Source: an optimization exercise on an open RTL-to-GDS flow (aim: small area, a short achievable clock period and few clock cycles per item). Production flows keep margins and buffers that such runs may drop. The RTL was checked by simulation tests, not by an equivalence proof against the original design.

## v51
// angle_frame
module angle_frame(
	input clk,
	input rst,
	input start,
	input [11:0] x,
	input [11:0] y,
	output [55:0] frame,
	output frame_valid
    );
	reg        busy;
	reg        valid;
	reg  [20:0] dig;
	reg  [7:0]  crc_hi;          
	wire [31:0] z;
	wire [20:0] dig_next;
	wire [7:0]  crc_hi_next, crc_lo, crc_0;
	wire        far2, far1, dec;
	atang Arctg_alg(.clk(clk), .load(start), .x(x), .y(y), .z(z),
	                .far2(far2), .far1(far1), .dec(dec));
	conv_dec_ascii Conversie(.d_in(z[31:15]), .digits(dig_next));
	CRC crc_a(.digits({dig_next[20:4], 4'd0}), .crc(crc_hi_next));
	CRC crc_b(.digits({17'd0, dig[3:0]}), .crc(crc_lo));
	CRC crc_c(.digits(21'd0), .crc(crc_0));
	reg        pend;
	reg        dprev;
	wire       late = pend & (dec ^ dprev);
	wire       live = busy & ~late;
	always @(posedge clk) begin
		dig <= dig_next;
		crc_hi <= crc_hi_next;
		dprev <= dec;
		if (rst) begin
			busy  <= 1'b0;
			valid <= 1'b0;
			pend  <= 1'b0;
		end else begin
			busy  <= start | (live & ~far2);
			valid <= live & far2;
			pend  <= live & ~far2 & far1;
		end
	end
	assign frame = {7'b0011000, dig[20], 4'h3, dig[19:16], 4'h3, dig[15:12],
	                4'h3, dig[11:8], 4'h3, dig[7:4], 4'h3, dig[3:0],
	                crc_hi ^ crc_lo ^ crc_0};
	assign frame_valid = valid | late;
endmodule
For scale: ~2,500 cells after synthesis, roughly 84 I/O pins, roughly 15,000 sq um of cells after synthesis.
==> flow/config.mk <==
export PLATFORM = sky130hd
export DESIGN_NAME = angle_frame
export DESIGN_NICKNAME = angle_frame
export VERILOG_FILES = /design/flow/design.v
export SDC_FILE = /design/flow/constraint.sdc
export NUM_CORES = 8
export LEC_CHECK = 0
export CAP_MARGIN = 20
export CORE_MARGIN = 2
export CORE_UTILIZATION = 30
export CTS_BUF_LIST = sky130_fd_sc_hd__clkbuf_16
export CTS_CLUSTER_DIAMETER = 80
export CTS_CLUSTER_SIZE = 24
export SETUP_SLACK_MARGIN = 4.7
export SLEW_MARGIN = 20
export SYNTH_MEMORY_MAX_BITS = 65536
==> flow/constraint.sdc <==
create_clock -name core_clock -period 8.0 [get_ports {clk}]
set_input_delay 1.6000 -clock core_clock [delete_from_list [all_inputs] [get_ports {clk}]]
set_output_delay 1.6000 -clock core_clock [all_outputs]
set_load 0.01 [all_outputs]
standard.sh (not shown) runs the stock make flow with config.mk's settings and CLKGATE_MAP_FILE= SYNTH_SCRIPT=/design/flow/synth_recipe.tcl, a recipe that flattens the netlist after the stock synthesis.
==> flow/flow/run.sh <==
#!/bin/bash
# Layout flow: the standard synthesis, then the combinational logic
# (everything but the flip-flops, which keep their names and cells) is
# re-mapped by ABC with an area-recovering script; then the standard
# layout from the netlist, with sky130_fd_sc_hd__buf_2 port buffers.
# Every tool's output goes to a log file in this folder.
set -euo pipefail
bash standard.sh synth > flow_synth.log 2>&1
R=orfs/results/sky130hd/angle_frame/base
cp $R/1_2_yosys.v $R/1_2_yosys_standard.v
LIB=$FLOW_HOME/platforms/sky130hd/lib/sky130_fd_sc_hd__tt_025C_1v80.lib
sed -e "s#@IN@#$R/1_2_yosys_standard.v#" -e "s#@OUT@#$R/1_2_yosys.v#" \
    -e "s#@LIB@#$LIB#g" -e "s#@ABC@#flow/resynth.abc#" flow/resynth.ys > resynth.ys
yosys -l yosys_resynth.log -q resynth.ys > /dev/null 2>&1
bash standard.sh BUFFER_PORTS_ARGS="-buffer_cell sky130_fd_sc_hd__buf_2" finish > flow_finish.log 2>&1
==> flow/flow/resynth.abc <==
strash
dch
map -B 0.2
topo
dnsize
Other scripts of this flow, unchanged in this note and not shown: flow/flow/resynth.ys
Testbench counts of v51, summed over its fixed seeds: cycles 155,428, frames 8,000.
Modified inputs, v48 compared to v51
Settings: setting GPL_ROUTABILITY_DRIVEN to 0 for the first time; changing CORE_UTILIZATION from 30 to 40; changing SETUP_SLACK_MARGIN from 4.7 to 4.6.
==> flow/flow/resynth.abc <==
strash
dch
map -B 0.2
topo
stime -c
upsize -c
dnsize -c
Results
When v48 is measured against v51, its non-clock buffer count turns out 30% lower.
The via count of the first global-routing pass number comes out lower for v51 vs v48.
From v51 to v48 the numbers moved as follows: wire length of the first global-routing pass now smaller; required time of the critical path now smaller; area added between synthesis and finish now smaller.
Summary of v48 over v51: cell count decreased by about 4.3% relative to the old numbers; fmax up 0.011 GHz.
The number of clock buffer instances in the layout number comes out lower for v51 vs v48.
### v48 -> v31
Settings: setting PLACE_DENSITY to 0.5 for the first time; removing GPL_ROUTABILITY_DRIVEN (formerly 0).
[summary]
v31 — via count 74 lower, v48 as reference. Relative max-transition margin, v31 and v48, higher one = v31. Layout overhead on the synthesized area | v31 below v48. Relative to v48, the clock tree buffer count of the final layout of v31 is lower by 1. Instance count on the critical path down 4 in v31 wrt v48. Taking v48 as the reference, in v31 post-placement cell count did not really move; portion of the layout cell area used by clock cells saw little to no change; total track usage went up 2.7 points. | count of non-filler cells in the finished layout | v31 vs v48 | ≈ equal |. Buffer and inverter count on the worst path: v31 > v48.
Input changes introduced in v54 (baseline for comparison: v31):
Settings: changing CORE_UTILIZATION from 40 to 30; removing PLACE_DENSITY (formerly 0.5).
Findings:
- Compared with v31, v54 shows length in cells of the worst reg-to-reg path higher by 1.
- Compared to v31, v54 shows a narrower setup margin.
- Against v31, area of the die in v54 came out worse.
- Relative to v31, share of cell area taken by flip-flops and latches has decreased by 0.28 points in v54.
- Per the comparison of v54 with v31, signed area change from the synthesized netlist to the final layout saw an increase, post-detailed-placement half-perimeter wirelength saw a decrease.
## Diff of input files: v11 against v54
Settings: changing CORE_UTILIZATION from 30 to 35.
## What came out
v11 against v54: non-filler instance count after layout decreased 2.6%.
v54 → v11: clock tree buffer count of the final layout increased by 1 relative to the old numbers, I/O pin total closely matched the old numbers.
~same worst hold slack in v54 and v11
In v11 relative to v54, routed wire length had gone up by a few percent.
Per the comparison of v11 with v54, setup slack saw an increase, clock slew seen by the registers of the worst setup and hold paths closely matched the old numbers.

-- re-timing with driven ports --
In the flow no input, the clock included, has a driving cell. The finished layouts below were timed again as built, in two steps.
Step 1, drivers: a clkbuf_16 drives clk and a buf_2 each remaining input, both assumed.
Step 2, shift: input delay + t, output delay - t, t = (earliest + latest rising clock arrival at the registers) / 2. This alone moves slack from input paths to output paths.
Slacks: ideal / step 1 / step 2; pairs: ideal / step 1.
run	t (ns)	slack for setup (ns)	worst data-port slew with drivers (ns)	pins driven straight from the clock port
v51	0.534	4.577 / 4.595 / 4.062	0.06	1
v48	0.508	4.696 / 4.688 / 4.180	0.07	1
v31	0.546	4.745 / 4.744 / 4.231	0.04	1
v54	0.542	4.586 / 4.575 / 4.034	0.06	1
v11	0.523	4.693 / 4.665 / 4.224	0.06	1
After both steps setup and hold are still met in every run listed. For v54, which loses most, drivers alone change the setup slack by -0.011 ns; drivers and shift together by -0.552 ns.
